Background: an optimization exercise with open tools, aiming at small area. Do not read the settings as production practice.
In this exercise RTL edits were held to simulation tests only and were not proved equivalent to the original.
Power and IR drop assume default switching activity.

==> inputs of job 1502 <==
Design SAL_DDR_CTRL, start of the top module:
module SAL_DDR_CTRL
(
    input                       clk,
    input                       rst_n,
    input                       arvalid,
    output  wire                arready,
    input   [3:0]               arid,
    input   [31:0]              araddr,
    input   [3:0]               arlen,
    input   [2:0]               arsize,
    input   [1:0]               arburst,
    input                       awvalid,
    output  wire                awready,
    input   [3:0]               awid,
    input   [31:0]              awaddr,
    input   [3:0]               awlen,
    input   [2:0]               awsize,
    input   [1:0]               awburst,
    input                       wvalid,
    output  wire                wready,
    input   [3:0]               wid,
    input   [127:0]             wdata,
    input   [15:0]              wstrb,
    input                       wlast,
    output  wire                bvalid,
    input                       bready,
    output  wire [3:0]          bid,
    output  wire [1:0]          bresp,
    output  wire                rvalid,
    input                       rready,
    output  wire [3:0]          rid,
    output  wire [127:0]        rdata,
    output  wire [1:0]          rresp,
    output  wire                rlast,
    output  wire                dfi_cke,
    output  wire [1:0]          dfi_cs_n,
    output  wire                dfi_ras_n,
    output  wire                dfi_cas_n,
    output  wire                dfi_we_n,
    output  wire [2:0]          dfi_ba,
    output  wire [13:0]         dfi_addr,
    output  wire                dfi_odt,
    output  wire                dfi_wrdata_en,
    output  wire [127:0]        dfi_wrdata,
    output  wire [15:0]         dfi_wrdata_mask,
    output  wire                dfi_rddata_en,
    input   [127:0]             dfi_rddata,
    input                       dfi_rddata_valid,
    input   [15:0]              dfi_rddata_dnv
);
clock: 8.0 ns
lec_check: 0
cap_margin: 20
core_margin: 2
core_utilization: 40
place_density: 0.6
slew_margin: 20
run.sh (not shown) runs the stock make flow with config.mk's settings and CLKGATE_MAP_FILE= SYNTH_SCRIPT=/design/flow/synth_recipe.tcl, a recipe that flattens the netlist after the stock synthesis.
==> job 2903: changes against job 1502 <==
--- a/flow/design.v
+++ b/flow/design.v
@@ -1,5 +1,29 @@
+module SAL_AOI3
+(
+    input   wire                        a,
+    input   wire                        b,
+    input   wire                        c,
+    input   wire                        sa,
+    input   wire                        sb,
+    input   wire                        sc,
+    output  wire                        y
+);
+    assign  y   = ~((a & sa) | (b & sb) | (c & sc));
+endmodule
+module SAL_AOI2N
+(
+    input   wire                        a,
+    input   wire                        b,
+    input   wire                        sa,
+    input   wire                        sb,
+    input   wire                        g0,
+    input   wire                        g1,
+    output  wire                        y
+);
+    assign  y   = ~(g0 & g1 & ~((a & sa) | (b & sb)));
+endmodule
 module SAL_DDR_CTRL
 (
     input                       clk,
     input                       rst_n,
     input                       arvalid,
@@ -74,42 +98,51 @@
             always @(posedge clk)
                 if (aw_push & (aw_wp[1:0] == gi))
                     aw_mem[gi]          <= awaddr[28:3];
         end
     endgenerate
-    reg     [3:0]               w_wp, w_rp;
-    wire                        w_full      = (w_wp[3] != w_rp[3]) & (w_wp[2:0] == w_rp[2:0]);
-    wire                        w_empty     = (w_wp == w_rp);
+    reg     [7:0]               w_wp, w_rp;
+    reg     [3:0]               w_cnt;
+    wire                        w_full      = w_cnt[3];
+    wire                        w_empty     = (w_cnt == 4'd0);
     wire                        w_push      = wvalid & ~w_full;
     wire                        w_pop       = dfi_wrdata_en & ~w_empty;
     wire                        wlast_hs    = w_push & wlast;
     assign  wready              = ~w_full;
     always @(posedge clk)
         if (~rst_n) begin
-            w_wp                <= 4'd0;
-            w_rp                <= 4'd0;
+            w_wp                <= 8'd1;
+            w_rp                <= 8'd1;
+            w_cnt               <= 4'd0;
         end
         else begin
             if (w_push)
-                w_wp                <= w_wp + 4'd1;
+                w_wp                <= {w_wp[6:0], w_wp[7]};
             if (w_pop)
-                w_rp                <= w_rp + 4'd1;
+                w_rp                <= {w_rp[6:0], w_rp[7]};
+            if (w_push & ~w_pop)
+                w_cnt               <= w_cnt + 4'd1;
+            else if (~w_push & w_pop)
+                w_cnt               <= w_cnt - 4'd1;
         end
     reg     [8*144-1:0]         w_mem;
-    reg     [143:0]             w_out;
+    wire    [143:0]             w_out;
     generate
         for (gi=0; gi<8; gi=gi+1) begin : WM
             always @(posedge clk)
-                if (w_push & (w_wp[2:0] == gi))
+                if (w_push & w_wp[gi])
                     w_mem[gi*144+:144]  <= {wdata, ~wstrb};
         end
     endgenerate
-    always @(*) begin
-        w_out = 144'd0;
-        for (int i=0; i<8; i=i+1)
-            w_out = w_out | (w_mem[i*144+:144] & {144{w_rp[2:0] == i}});
-    end
+    wire    [143:0]             w_out_g0, w_out_g1;
+    generate
+        for (gi=0; gi<144; gi=gi+1) begin : W_OUT_SEL
+            SAL_AOI3 u_g0 (.a(w_mem[0*144+gi]), .b(w_mem[1*144+gi]), .c(w_mem[2*144+gi]), .sa(w_rp[0]), .sb(w_rp[1]), .sc(w_rp[2]), .y(w_out_g0[gi]));
+            SAL_AOI3 u_g1 (.a(w_mem[3*144+gi]), .b(w_mem[4*144+gi]), .c(w_mem[5*144+gi]), .sa(w_rp[3]), .sb(w_rp[4]), .sc(w_rp[5]), .y(w_out_g1[gi]));
+            SAL_AOI2N u_g2 (.a(w_mem[6*144+gi]), .b(w_mem[7*144+gi]), .sa(w_rp[6]), .sb(w_rp[7]), .g0(w_out_g0[gi]), .g1(w_out_g1[gi]), .y(w_out[gi]));
+        end
+    endgenerate
     assign  {dfi_wrdata, dfi_wrdata_mask} = w_out;
     reg     [2:0]               w_trans_cnt;
     always @(posedge clk)
         if (~rst_n)
             w_trans_cnt         <= 3'd0;
@@ -294,36 +327,46 @@
         end
     endgenerate
     assign  rid                 = ri_mem[ri_rp];
     assign  rlast               = rbeat;
     assign  rresp               = 2'b00;
-    reg     [3:0]               r_wp, r_rp;
-    wire                        r_full      = (r_wp[3] != r_rp[3]) & (r_wp[2:0] == r_rp[2:0]);
-    wire                        r_empty     = (r_wp == r_rp);
+    reg     [7:0]               r_wp, r_rp;
+    reg     [3:0]               r_cnt;
+    wire                        r_full      = r_cnt[3];
+    wire                        r_empty     = (r_cnt == 4'd0);
+    wire                        r_push      = dfi_rddata_valid & ~r_full;
     always @(posedge clk)
         if (~rst_n) begin
-            r_wp                <= 4'd0;
-            r_rp                <= 4'd0;
+            r_wp                <= 8'd1;
+            r_rp                <= 8'd1;
+            r_cnt               <= 4'd0;
         end
         else begin
-            if (dfi_rddata_valid & ~r_full)
-                r_wp                <= r_wp + 4'd1;
+            if (r_push)
+                r_wp                <= {r_wp[6:0], r_wp[7]};
             if (r_hs)
-                r_rp                <= r_rp + 4'd1;
+                r_rp                <= {r_rp[6:0], r_rp[7]};
+            if (r_push & ~r_hs)
+                r_cnt               <= r_cnt + 4'd1;
+            else if (~r_push & r_hs)
+                r_cnt               <= r_cnt - 4'd1;
         end
     reg     [8*128-1:0]         r_mem;
-    reg     [127:0]             r_out;
+    wire    [127:0]             r_out;
     generate
         for (gi=0; gi<8; gi=gi+1) begin : RM
             always @(posedge clk)
-                if (dfi_rddata_valid & (r_wp[2:0] == gi))
+                if (dfi_rddata_valid & r_wp[gi])
                     r_mem[gi*128+:128]  <= dfi_rddata;
         end
     endgenerate
-    always @(*) begin
-        r_out = 128'd0;
-        for (int i=0; i<8; i=i+1)
-            r_out = r_out | (r_mem[i*128+:128] & {128{r_rp[2:0] == i}});
-    end
+    wire    [127:0]             r_out_g0, r_out_g1;
+    generate
+        for (gi=0; gi<128; gi=gi+1) begin : R_OUT_SEL
+            SAL_AOI3 u_g0 (.a(r_mem[0*128+gi]), .b(r_mem[1*128+gi]), .c(r_mem[2*128+gi]), .sa(r_rp[0]), .sb(r_rp[1]), .sc(r_rp[2]), .y(r_out_g0[gi]));
+            SAL_AOI3 u_g1 (.a(r_mem[3*128+gi]), .b(r_mem[4*128+gi]), .c(r_mem[5*128+gi]), .sa(r_rp[3]), .sb(r_rp[4]), .sc(r_rp[5]), .y(r_out_g1[gi]));
+            SAL_AOI2N u_g2 (.a(r_mem[6*128+gi]), .b(r_mem[7*128+gi]), .sa(r_rp[6]), .sb(r_rp[7]), .g0(r_out_g0[gi]), .g1(r_out_g1[gi]), .y(r_out[gi]));
+        end
+    endgenerate
     assign  rvalid              = ~r_empty;
     assign  rdata               = r_out;
 endmodule  
==> flow/flow/run.sh (new file) <==
#!/bin/bash
set -uo pipefail
bash standard.sh \
  'BUFFER_PORTS_ARGS=-buffer_cell sky130_fd_sc_hd__buf_1' \
  'CTS_ARGS=-sink_clustering_enable -repair_clock_nets -sink_clustering_size 18 -sink_clustering_max_diameter 50 -dont_use_dummy_load -buf_list sky130_fd_sc_hd__clkbuf_8' \
  finish > standard_flow.log 2>&1
==> flow/standard.sh (new file) <==
#!/bin/bash
# synth_recipe.tcl (not shown) runs the flow's synth.tcl, then flattens the netlist and writes it again
# the make line also repeats each setting of config.mk as NAME=value (left out here)
make -C /OpenROAD-flow-scripts/flow DESIGN_CONFIG=/design/flow/config.mk WORK_HOME=/design/flow/orfs CLKGATE_MAP_FILE= SYNTH_SCRIPT=/design/flow/synth_recipe.tcl "${@:-finish}"
- CAP_MARGIN: 20 -> 5
- CORE_UTILIZATION: 40 -> 65
- CTS_CLUSTER_DIAMETER: unset -> 60
- CTS_CLUSTER_SIZE: unset -> 30
- PLACE_DENSITY: 0.6 -> 0.8
- SLEW_MARGIN: 20 -> 5
- SYNTH_HIERARCHICAL: unset -> 1
removed: flow/run.sh
==> job 9882: changes against job 1502 <==
--- a/flow/design.v
+++ b/flow/design.v
@@ -74,41 +74,47 @@
             always @(posedge clk)
                 if (aw_push & (aw_wp[1:0] == gi))
                     aw_mem[gi]          <= awaddr[28:3];
         end
     endgenerate
-    reg     [3:0]               w_wp, w_rp;
-    wire                        w_full      = (w_wp[3] != w_rp[3]) & (w_wp[2:0] == w_rp[2:0]);
-    wire                        w_empty     = (w_wp == w_rp);
+    reg     [7:0]               w_wp, w_rp;
+    reg     [3:0]               w_cnt;
+    wire                        w_full      = w_cnt[3];
+    wire                        w_empty     = (w_cnt == 4'd0);
     wire                        w_push      = wvalid & ~w_full;
     wire                        w_pop       = dfi_wrdata_en & ~w_empty;
     wire                        wlast_hs    = w_push & wlast;
     assign  wready              = ~w_full;
     always @(posedge clk)
         if (~rst_n) begin
-            w_wp                <= 4'd0;
-            w_rp                <= 4'd0;
+            w_wp                <= 8'd1;
+            w_rp                <= 8'd1;
+            w_cnt               <= 4'd0;
         end
         else begin
             if (w_push)
-                w_wp                <= w_wp + 4'd1;
+                w_wp                <= {w_wp[6:0], w_wp[7]};
             if (w_pop)
-                w_rp                <= w_rp + 4'd1;
+                w_rp                <= {w_rp[6:0], w_rp[7]};
+            if (w_push & ~w_pop)
+                w_cnt               <= w_cnt + 4'd1;
+            else if (~w_push & w_pop)
+                w_cnt               <= w_cnt - 4'd1;
         end
     reg     [8*144-1:0]         w_mem;
     reg     [143:0]             w_out;
     generate
         for (gi=0; gi<8; gi=gi+1) begin : WM
             always @(posedge clk)
-                if (w_push & (w_wp[2:0] == gi))
+                if (w_push & w_wp[gi])
                     w_mem[gi*144+:144]  <= {wdata, ~wstrb};
         end
     endgenerate
     always @(*) begin
         w_out = 144'd0;
         for (int i=0; i<8; i=i+1)
-            w_out = w_out | (w_mem[i*144+:144] & {144{w_rp[2:0] == i}});
+            w_out = w_out | (w_mem[i*144+:144] & {144{w_rp[i]}});
     end
     assign  {dfi_wrdata, dfi_wrdata_mask} = w_out;
     reg     [2:0]               w_trans_cnt;
     always @(posedge clk)
         if (~rst_n)
@@ -294,36 +300,43 @@
         end
     endgenerate
     assign  rid                 = ri_mem[ri_rp];
     assign  rlast               = rbeat;
     assign  rresp               = 2'b00;
-    reg     [3:0]               r_wp, r_rp;
-    wire                        r_full      = (r_wp[3] != r_rp[3]) & (r_wp[2:0] == r_rp[2:0]);
-    wire                        r_empty     = (r_wp == r_rp);
+    reg     [7:0]               r_wp, r_rp;
+    reg     [3:0]               r_cnt;
+    wire                        r_full      = r_cnt[3];
+    wire                        r_empty     = (r_cnt == 4'd0);
+    wire                        r_push      = dfi_rddata_valid & ~r_full;
     always @(posedge clk)
         if (~rst_n) begin
-            r_wp                <= 4'd0;
-            r_rp                <= 4'd0;
+            r_wp                <= 8'd1;
+            r_rp                <= 8'd1;
+            r_cnt               <= 4'd0;
         end
         else begin
-            if (dfi_rddata_valid & ~r_full)
-                r_wp                <= r_wp + 4'd1;
+            if (r_push)
+                r_wp                <= {r_wp[6:0], r_wp[7]};
             if (r_hs)
-                r_rp                <= r_rp + 4'd1;
+                r_rp                <= {r_rp[6:0], r_rp[7]};
+            if (r_push & ~r_hs)
+                r_cnt               <= r_cnt + 4'd1;
+            else if (~r_push & r_hs)
+                r_cnt               <= r_cnt - 4'd1;
         end
     reg     [8*128-1:0]         r_mem;
     reg     [127:0]             r_out;
     generate
         for (gi=0; gi<8; gi=gi+1) begin : RM
             always @(posedge clk)
-                if (dfi_rddata_valid & (r_wp[2:0] == gi))
+                if (dfi_rddata_valid & r_wp[gi])
                     r_mem[gi*128+:128]  <= dfi_rddata;
         end
     endgenerate
     always @(*) begin
         r_out = 128'd0;
         for (int i=0; i<8; i=i+1)
-            r_out = r_out | (r_mem[i*128+:128] & {128{r_rp[2:0] == i}});
+            r_out = r_out | (r_mem[i*128+:128] & {128{r_rp[i]}});
     end
     assign  rvalid              = ~r_empty;
     assign  rdata               = r_out;
 endmodule  
==> flow/flow/run.sh (new file) <==
#!/bin/bash
set -uo pipefail
bash standard.sh \
  'BUFFER_PORTS_ARGS=-buffer_cell sky130_fd_sc_hd__buf_1' \
  'CTS_ARGS=-sink_clustering_enable -repair_clock_nets -sink_clustering_size 30 -sink_clustering_max_diameter 60 -dont_use_dummy_load -buf_list {sky130_fd_sc_hd__clkbuf_8 sky130_fd_sc_hd__clkbuf_16}' \
  finish > standard_flow.log 2>&1
==> flow/standard.sh (new file) <==
#!/bin/bash
# synth_recipe.tcl (not shown) runs the flow's synth.tcl, then flattens the netlist and writes it again
# the make line also repeats each setting of config.mk as NAME=value (left out here)
make -C /OpenROAD-flow-scripts/flow DESIGN_CONFIG=/design/flow/config.mk WORK_HOME=/design/flow/orfs CLKGATE_MAP_FILE= SYNTH_SCRIPT=/design/flow/synth_recipe.tcl "${@:-finish}"
- CORE_UTILIZATION: 40 -> 65
- CTS_CLUSTER_DIAMETER: unset -> 60
- CTS_CLUSTER_SIZE: unset -> 30
- PLACE_DENSITY: 0.6 -> 0.8
removed: flow/run.sh
==> key figures <==
Setup path
  – Top Family by Delay on Critical Path: compound AO/OA/AOI/OAI gates

Clock network
  – Worst-skew pair later-pin latency: approximately 950 ps

Timing
  – F_max: ~0.14 GHz
  – Period utilization: 90.0%

Route
  – Routed len/inst: between 20 and 30 um

Power and ir drop
  – Clk network pwr share: a little under a quarter
  – Flop pwr share: 63.8%
  – P_int: 18.2 mW

Run status
  – Status: timing/DRC/antenna clean

Synthesis
  – Post-synthesis simple-gate area fraction: 3.42%

Layout
  – Syn-to-layout area delta: 8.56%
  – Count of multi-input gates: between 1500 and 2000
(the above is from job 2903)
==> key figures <==
Run status
  – Status: timing/DRC/antenna clean

Clock network
  – Worst-skew pair later-pin latency: 940 ps

Power and ir drop
  – Clk network pwr share: between 30% and 40%
  – P_int: 23.7 mW
  – Flop pwr share: about half

Route
  – Routed len/inst: approximately 27 um

Layout
  – Count of multi-input gates: approximately 1900

Timing
  – F_max: ~0.14 GHz
  – Period utilization: roughly nine tenths

Setup path
  – Top Family by Delay on Critical Path: buffers and inverters
(the above is from job 1502)
==> key figures <==
Power and ir drop
  – P_int: roughly 19 mW
  – Flop pwr share: between 60% and 70%

Clock network
  – Worst-skew pair later-pin latency: between 800 and 900 ps

Timing
  – Period utilization: 82.4%

Setup path
  – Top Family by Delay on Critical Path: compound AO/OA/AOI/OAI gates

Route
  – Routed len/inst: 28.7 um

Layout
  – Count of multi-input gates: 2200

Synthesis
  – Post-synthesis simple-gate area fraction: under 10%

Run status
  – Status: timing/DRC/antenna clean
(the above is from job 9882)

what the ideal ports hide:
The flow's constraints put no driver on any port. The routed layouts listed below were extracted and timed again, unchanged, in two steps. Step 1 (the two cells are an assumption about what drives the block):
set clk [get_ports {clk}]
set_driving_cell -lib_cell sky130_fd_sc_hd__clkbuf_16 $clk
set_driving_cell -lib_cell sky130_fd_sc_hd__buf_2 [delete_from_list [all_inputs] $clk]
Step 2 adds t to the input delays and takes it off the output delays; t is the mean of the earliest and latest rising clock arrival at the registers after step 1. Input paths then give back, and output paths get back, about the clock's delay inside the block. Three values: ideal ports, drivers, drivers and shift; two values: the first two.
run | t, ns | setup WS [ns] | slew at the worst register clock pin (ns)
job 1502 | 0.989 | 0.811 / 0.724 / 1.441 | 0.06 / 0.06
job 2903 | 0.971 | 0.799 / 0.728 / 1.699 | 0.11 / 0.11
job 9882 | 0.836 | 1.412 / 1.336 / 2.172 | 0.11 / 0.11
After both steps setup and hold are still met in every run listed.
